Source: an optimization exercise on an open RTL-to-GDS flow (aim: small area and a short achievable clock period). Production flows keep margins and buffers that such runs may drop. In this exercise RTL edits were held to simulation tests only and were not proved equivalent to the original.

==> design/flow/design.v <==
`timescale 1ns / 1ps
module source_code(
    input clk,                          
    input rst,                          
    input [7:0] pixel_in,               
    input valid_in,                     
    output reg [7:0] pixel_out,         
    output reg valid_out                
);
    reg [7:0] line_buffer_1 [0:2];
    reg [7:0] line_buffer_2 [0:2];
    reg [7:0] line_buffer_3 [0:2];
    always @(posedge clk or posedge rst) begin
        if (rst) begin
            line_buffer_1[0] <= 8'b0;  line_buffer_1[1] <= 8'b0;  line_buffer_1[2] <= 8'b0;
            line_buffer_2[0] <= 8'b0;  line_buffer_2[1] <= 8'b0;  line_buffer_2[2] <= 8'b0;
            line_buffer_3[0] <= 8'b0;  line_buffer_3[1] <= 8'b0;  line_buffer_3[2] <= 8'b0;
        end else if (valid_in) begin
            line_buffer_1[2] <= line_buffer_1[1];
            line_buffer_1[1] <= line_buffer_1[0];
            line_buffer_1[0] <= pixel_in;
            line_buffer_2[2] <= line_buffer_2[1];
            line_buffer_2[1] <= line_buffer_2[0];
            line_buffer_2[0] <= line_buffer_1[2];
            line_buffer_3[2] <= line_buffer_3[1];
            line_buffer_3[1] <= line_buffer_3[0];
            line_buffer_3[0] <= line_buffer_2[2];
        end
    end
    reg [7:0] window [0:8];
    reg [7:0] sorted [0:8];
    integer i, j;
    reg [7:0] temp;
    always @(posedge clk or posedge rst) begin
        if (rst) begin
            pixel_out <= 8'b0;
            valid_out <= 1'b0;
        end else if (valid_in) begin
            window[0] = line_buffer_3[2];  
            window[1] = line_buffer_3[1];  
            window[2] = line_buffer_3[0];  
            window[3] = line_buffer_2[2];  
            window[4] = line_buffer_2[1];  
            window[5] = line_buffer_2[0];  
            window[6] = line_buffer_1[2];  
            window[7] = line_buffer_1[1];  
            window[8] = line_buffer_1[0];  
            for (i = 0; i < 9; i = i + 1) begin
                sorted[i] = window[i];
            end
            for (i = 0; i < 9; i = i + 1) begin
                for (j = 0; j < 8 - i; j = j + 1) begin
                    if (sorted[j] > sorted[j+1]) begin
                        temp = sorted[j];
                        sorted[j] = sorted[j+1];
                        sorted[j+1] = temp;
                    end
                end
            end
            pixel_out <= sorted[4];
            valid_out <= 1'b1;
        end else begin
            valid_out <= 1'b0;
        end
    end
endmodule
`timescale 1ns / 1ps
module sobel_filter(
    input clk,
    input rst,
    input [7:0] pixel_in,
    input valid_in,
    output reg [7:0] pixel_out,
    output reg valid_out
);
    reg [7:0] row1 [0:2];
    reg [7:0] row2 [0:2];
    reg [7:0] row3 [0:2];
    reg [7:0] window [0:8];
    integer i;
    always @(posedge clk or posedge rst) begin
        if (rst) begin
            for (i = 0; i < 3; i = i + 1) begin
                row1[i] <= 8'd0;
                row2[i] <= 8'd0;
                row3[i] <= 8'd0;
            end
        end else if (valid_in) begin
            row1[2] <= row1[1];
            row1[1] <= row1[0];
            row1[0] <= pixel_in;
            row2[2] <= row2[1];
            row2[1] <= row2[0];
            row2[0] <= row1[2];
            row3[2] <= row3[1];
            row3[1] <= row3[0];
            row3[0] <= row2[2];
        end
    end
    reg [10:0] Gx, Gy;
    reg [10:0] abs_Gx, abs_Gy;
    reg [10:0] magnitude;
    always @(posedge clk or posedge rst) begin
        if (rst) begin
            pixel_out <= 8'd0;
            valid_out <= 1'b0;
        end else if (valid_in) begin
            window[0] = row3[2]; window[1] = row3[1]; window[2] = row3[0];
            window[3] = row2[2]; window[4] = row2[1]; window[5] = row2[0];
            window[6] = row1[2]; window[7] = row1[1]; window[8] = row1[0];
            Gx = -window[0] + window[2]
               - (window[3] << 1) + (window[5] << 1)
               - window[6] + window[8];
            Gy =  window[0] + (window[1] << 1) + window[2]
               - window[6] - (window[7] << 1) - window[8];
            abs_Gx = (Gx[10]) ? -Gx : Gx;
            abs_Gy = (Gy[10]) ? -Gy : Gy;
            magnitude = abs_Gx + abs_Gy;
            pixel_out <= (magnitude > 255) ? 8'd255 : magnitude[7:0];
            valid_out <= 1'b1;
        end else begin
            valid_out <= 1'b0;
        end
    end
endmodule
`timescale 1ns / 1ps
module image_filter_top (
    input clk,
    input rst,
    input [7:0] pixel_in,
    input valid_in,
    output [7:0] pixel_out,
    output valid_out
);
    wire [7:0] median_out;
    wire       median_valid;
    source_code median_filter (
        .clk(clk),
        .rst(rst),
        .pixel_in(pixel_in),
        .valid_in(valid_in),
        .pixel_out(median_out),
        .valid_out(median_valid)
    );
    sobel_filter sobel (
        .clk(clk),
        .rst(rst),
        .pixel_in(median_out),
        .valid_in(median_valid),
        .pixel_out(pixel_out),
        .valid_out(valid_out)
    );
endmodule
==> design/flow/run.sh <==
#!/bin/bash
# synth_recipe.tcl (not shown) runs the flow's synth.tcl, then flattens the netlist and writes it again
# the make line also repeats each setting of config.mk as NAME=value (left out here)
make -C /OpenROAD-flow-scripts/flow DESIGN_CONFIG=/design/flow/config.mk WORK_HOME=/design/flow/orfs CLKGATE_MAP_FILE= SYNTH_SCRIPT=/design/flow/synth_recipe.tcl finish
==> design/flow/config.mk <==
export PLATFORM = sky130hd
export DESIGN_NAME = image_filter_top
export DESIGN_NICKNAME = image_filter_top
export VERILOG_FILES = /design/flow/design.v
export SDC_FILE = /design/flow/constraint.sdc
export NUM_CORES = 4
export LEC_CHECK = 0
export CAP_MARGIN = 20
export CORE_MARGIN = 2
export CORE_UTILIZATION = 40
export SLEW_MARGIN = 20
==> design/flow/constraint.sdc <==
create_clock -name core_clock -period 24.0 [get_ports {clk}]
set_input_delay 4.8000 -clock core_clock [delete_from_list [all_inputs] [get_ports {clk}]]
set_output_delay 4.8000 -clock core_clock [all_outputs]
set_load 0.01 [all_outputs]
==> notes.md <==
[worst max-delay path, delay by kind of cell (launching register included)]
family / cells / cell delay, ns
buffers and inverters: 20 / 2.72
AND/OR/NAND/NOR: 23 / 3.45
flip-flops: 1 / 0.46
multiplexers: 10 / 3.03
adder cells (fa/ha/maj): 14 / 4.14
AO/OA/AOI/OAI: 45 / 8.73
[synth_stat cells (23+ instances only)]
library cell	instances	area, um^2
nor3_1	25	125
a21o_1	64	480
a21oi_1	201	1010
mux2i_1	159	1590
mux2_2	102	1150
nand3_1	38	190
xnor2_1	41	359
o31ai_1	24	180
inv_1	318	1190
o21ai_0	202	1010
clkbuf_1	63	236
nor2_1	172	646
dfrtp_1	162	4050
a211oi_1	23	173
fa_1	55	1100
ha_1	251	3140
nand2_1	227	852
o21bai_1	23	173
[layer usage]
metal	routed length, um	part of all wire	vias up	GRT usage
li1	-	-	9091	-
met1	26200	0.47	8676	0.270
met2	26000	0.47	354	0.338
met3	1840	0.033	93	0.0270
met4	1690	0.030	0	0.0831
met5	0	0	-	0
[layout by cell type (no fill, tap or decap), types with 21 or more instances in the layout]
cell,instances
a21o_1,63
a21oi_1,178
a21oi_2,24
buf_4,76
dfrtp_1,160
fa_1,55
ha_1,251
inv_1,316
mux2_2,102
mux2i_1,120
mux2i_4,22
nand2_1,227
nand3_1,38
nor2_1,167
nor3_1,25
o21ai_0,193
o21bai_1,22
o31ai_1,21
xnor2_1,41
xor2_1,21
[area by class of cell]
| type | instances | area share |
|---|---|---|
| Inverter | 318 | 0.0507 |
| Timing Repair Buffer | 105 | 0.0378 |
| Clock buffer | 21 | 0.0195 |
| Sequential cell | 162 | 0.172 |
| Clock inverter | 11 | 0.00736 |
| Tap cell | 680 | 0.0360 |
| Multi-Input combinational cell | 1976 | 0.677 |
[through the flow]
stage	TNS [ns]	area (um^2)	hold slack, ns
after CTS	0	22600	0.484
after global routing	-1.23	23600	0.518
after global placement	0	21900	0.458
after floorplan	0	20800	0.352
after detailed placement	-4.71	21900	0.469
final	0	23600	0.479
[state kept, by name, indices dropped and copies added, names as in the netlist]
name,count
sobel.row2,24
median_filter.pixel_out,8
sobel.pixel_out,8
median_filter.line_buffer_1,24
median_filter.line_buffer_3,24
median_filter.line_buffer_2,24
median_filter.valid_out,1
sobel.valid_out,1
sobel.row1,24
sobel.row3,24
[final timing paths]
check | end | slack, ns | from | cells after the start
worst min register to register | sobel.row2[2][7]$_DFFE_PP0P_ | 0.48 | sobel.row2[1][7]$_DFFE_PP0P_ | 2
worst max-delay path | median_filter.pixel_out[6]$_DFFE_PP0P_ | 1.34 | median_filter.line_buffer_3[2][1]$_DFFE_PP0P_ | 112
worst min-delay path | sobel.row2[2][7]$_DFFE_PP0P_ | 0.48 | sobel.row2[1][7]$_DFFE_PP0P_ | 2
max in group asynchronous | sobel.row3[0][1]$_DFFE_PP0P_ | 17.61 | rst | 3
worst max register to register | median_filter.pixel_out[6]$_DFFE_PP0P_ | 1.34 | median_filter.line_buffer_3[2][1]$_DFFE_PP0P_ | 112
min in group asynchronous | median_filter.line_buffer_3[1][3]$_DFFE_PP0P_ | 4.91 | rst | 2
[timing repair]
action | in CTS | in global routing
gates cloned | 0 | 6
setup endpoints to repair | 8 | 8
pin swaps | 2 | 11
setup buffers | 6 | 31
resized for setup | 5 | 156
[cells by family (layout without fill, tap and decap cells)]
group	Yosys count	count (layout)	share of synthesized area
AOI/OAI and AO/OA	713	715	0.221
and+or+nand+nor	617	619	0.140
buffers and inverters	399	455	0.0734
adders and majority gates	311	311	0.207
muxes	269	269	0.137
DFF	162	162	0.195
xor gates and xnor gates	62	62	0.0261
==> impl_results.md <==
- Outcome: finished clean
- Crit-path most repeated cell: ha_1
- Maximum clock insertion buffer count: 2
- 1st-iter DRT viols: 1084
- Synth cell types: roughly 110
- Worst EP arrival: about 23 ns
- IO Count: 20
- Pins Over Slew Limit: 0
- Synth async-reset ratio: 1.00
- Critical Path RT: about 24 ns
- CTS Sinks: around 160
- TritonRoute pass-1 iters: 6
- Chip Height: 232 um
- Core Region: a little over 50000 um^2
- FF+latch count, synth: 162
- CTS tree: yes
- Via count: 18200
- Initial Util: 0.405
- Post-placement cell count: 3198
- CP max stage cell: a2111oi_4
- Worst slew pin tran: 0.931 ns
- Min-delay worst type: register to register
- Register area: slightly above 4000 um^2
- # setup viols final: 0
- Clock buffer count from CTS: 17
- Final setup skew: 0.00752 ns
- Worst-path clk slew: ~0.07 ns
- GP Congestion: 0.904
- Post-Syn Nets: 2850
- Clock period minus worst slack: roughly 23 ns
- CP Class: register to register
- Layout overhead on the synthesized area: 13.7%
- Tcrit/Tclk final: 0.944
- CP Max Fanout: 22
- F_max: 44.1 MHz
- Post-synth EDFFs: 0
- Root cell of the clock tree: clkbuf_16
- Cell count after synthesis: 2533
- First-pass GRT wire length: 89.1 mm
- Area occupied by multi-input gates: about 16000 um^2
- Core Util, Final: 0.460
- Rows: 83
- WL final: 55.8 mm
- Initial antenna violation count: 1
- H-tree Lvls: 4
- Filler instances: between 4000 and 5000
- All-Layer GR Usage: 0.205
- Startpoint types: register
- Die area: 53800 um^2
- Layout Cells excl Fill: 3273
- Final Hold Vio Count: 0
- Worst path max stage delay: between 0.5 and 0.6 ns
- Synthesized area: 20800 um^2
- Total gr overflow: 0
- Post-Syn Area per Cell: 8.20 um^2
- Nets: 2897
- Post-DR wirelength/cell: 17.0 um
- Clk latency of the worst-skew pair: 0.48 ns
- Synth warn: 11
- Sequential fraction of the synthesis area: 0.195
- Top FF cell, synth: dfrtp_1
- Vias in the first global route: 17500
- N_diodes: 0
- Fraction of layout cells with a size suffix above 1: 0.150
- Largest net degree at the start of global routing: 99
- Detail Route Antenna Nets: 0
- DRC Markers: 0
- Setup crit end kind: register
- Max_cap viols: 0
- Place WS: -0.624 ns
- Worst relative slew slack: 0.379
- Dpl hpwl: 44.3 mm
- Drt via density: 5.56
- Die span in x: 232 um
- Setup ws final: 1.34 ns
- Buffers on Ports: 19
- Hold_buf cts: 0

==> afterwards: timing with drivers on the ports <==
How much do the figures lean on ideal ports? The routed layout below was timed once more, with nothing changed but the port constraints.
Step 1 assumes that a clkbuf_16 drives the clock port and a buf_2 every other input.
Step 2 also shifts input and output timing later by t, the mid clock arrival at the registers, as if the neighbouring blocks saw the same clock.
a / b / c = ideal ports / drivers / drivers and shift; a / b = the first two.
t, ns: 0.530
setup WS [ns]: 1.340 / 1.340 / 1.340
latest minus earliest clock arrival (ns): 0.014 / 0.014
worst slew at a driven data input, ns: 0.03
After both steps this run still meets setup and hold. For this run, drivers alone change the setup slack by 0.000 ns; drivers and shift together by 0.000 ns.
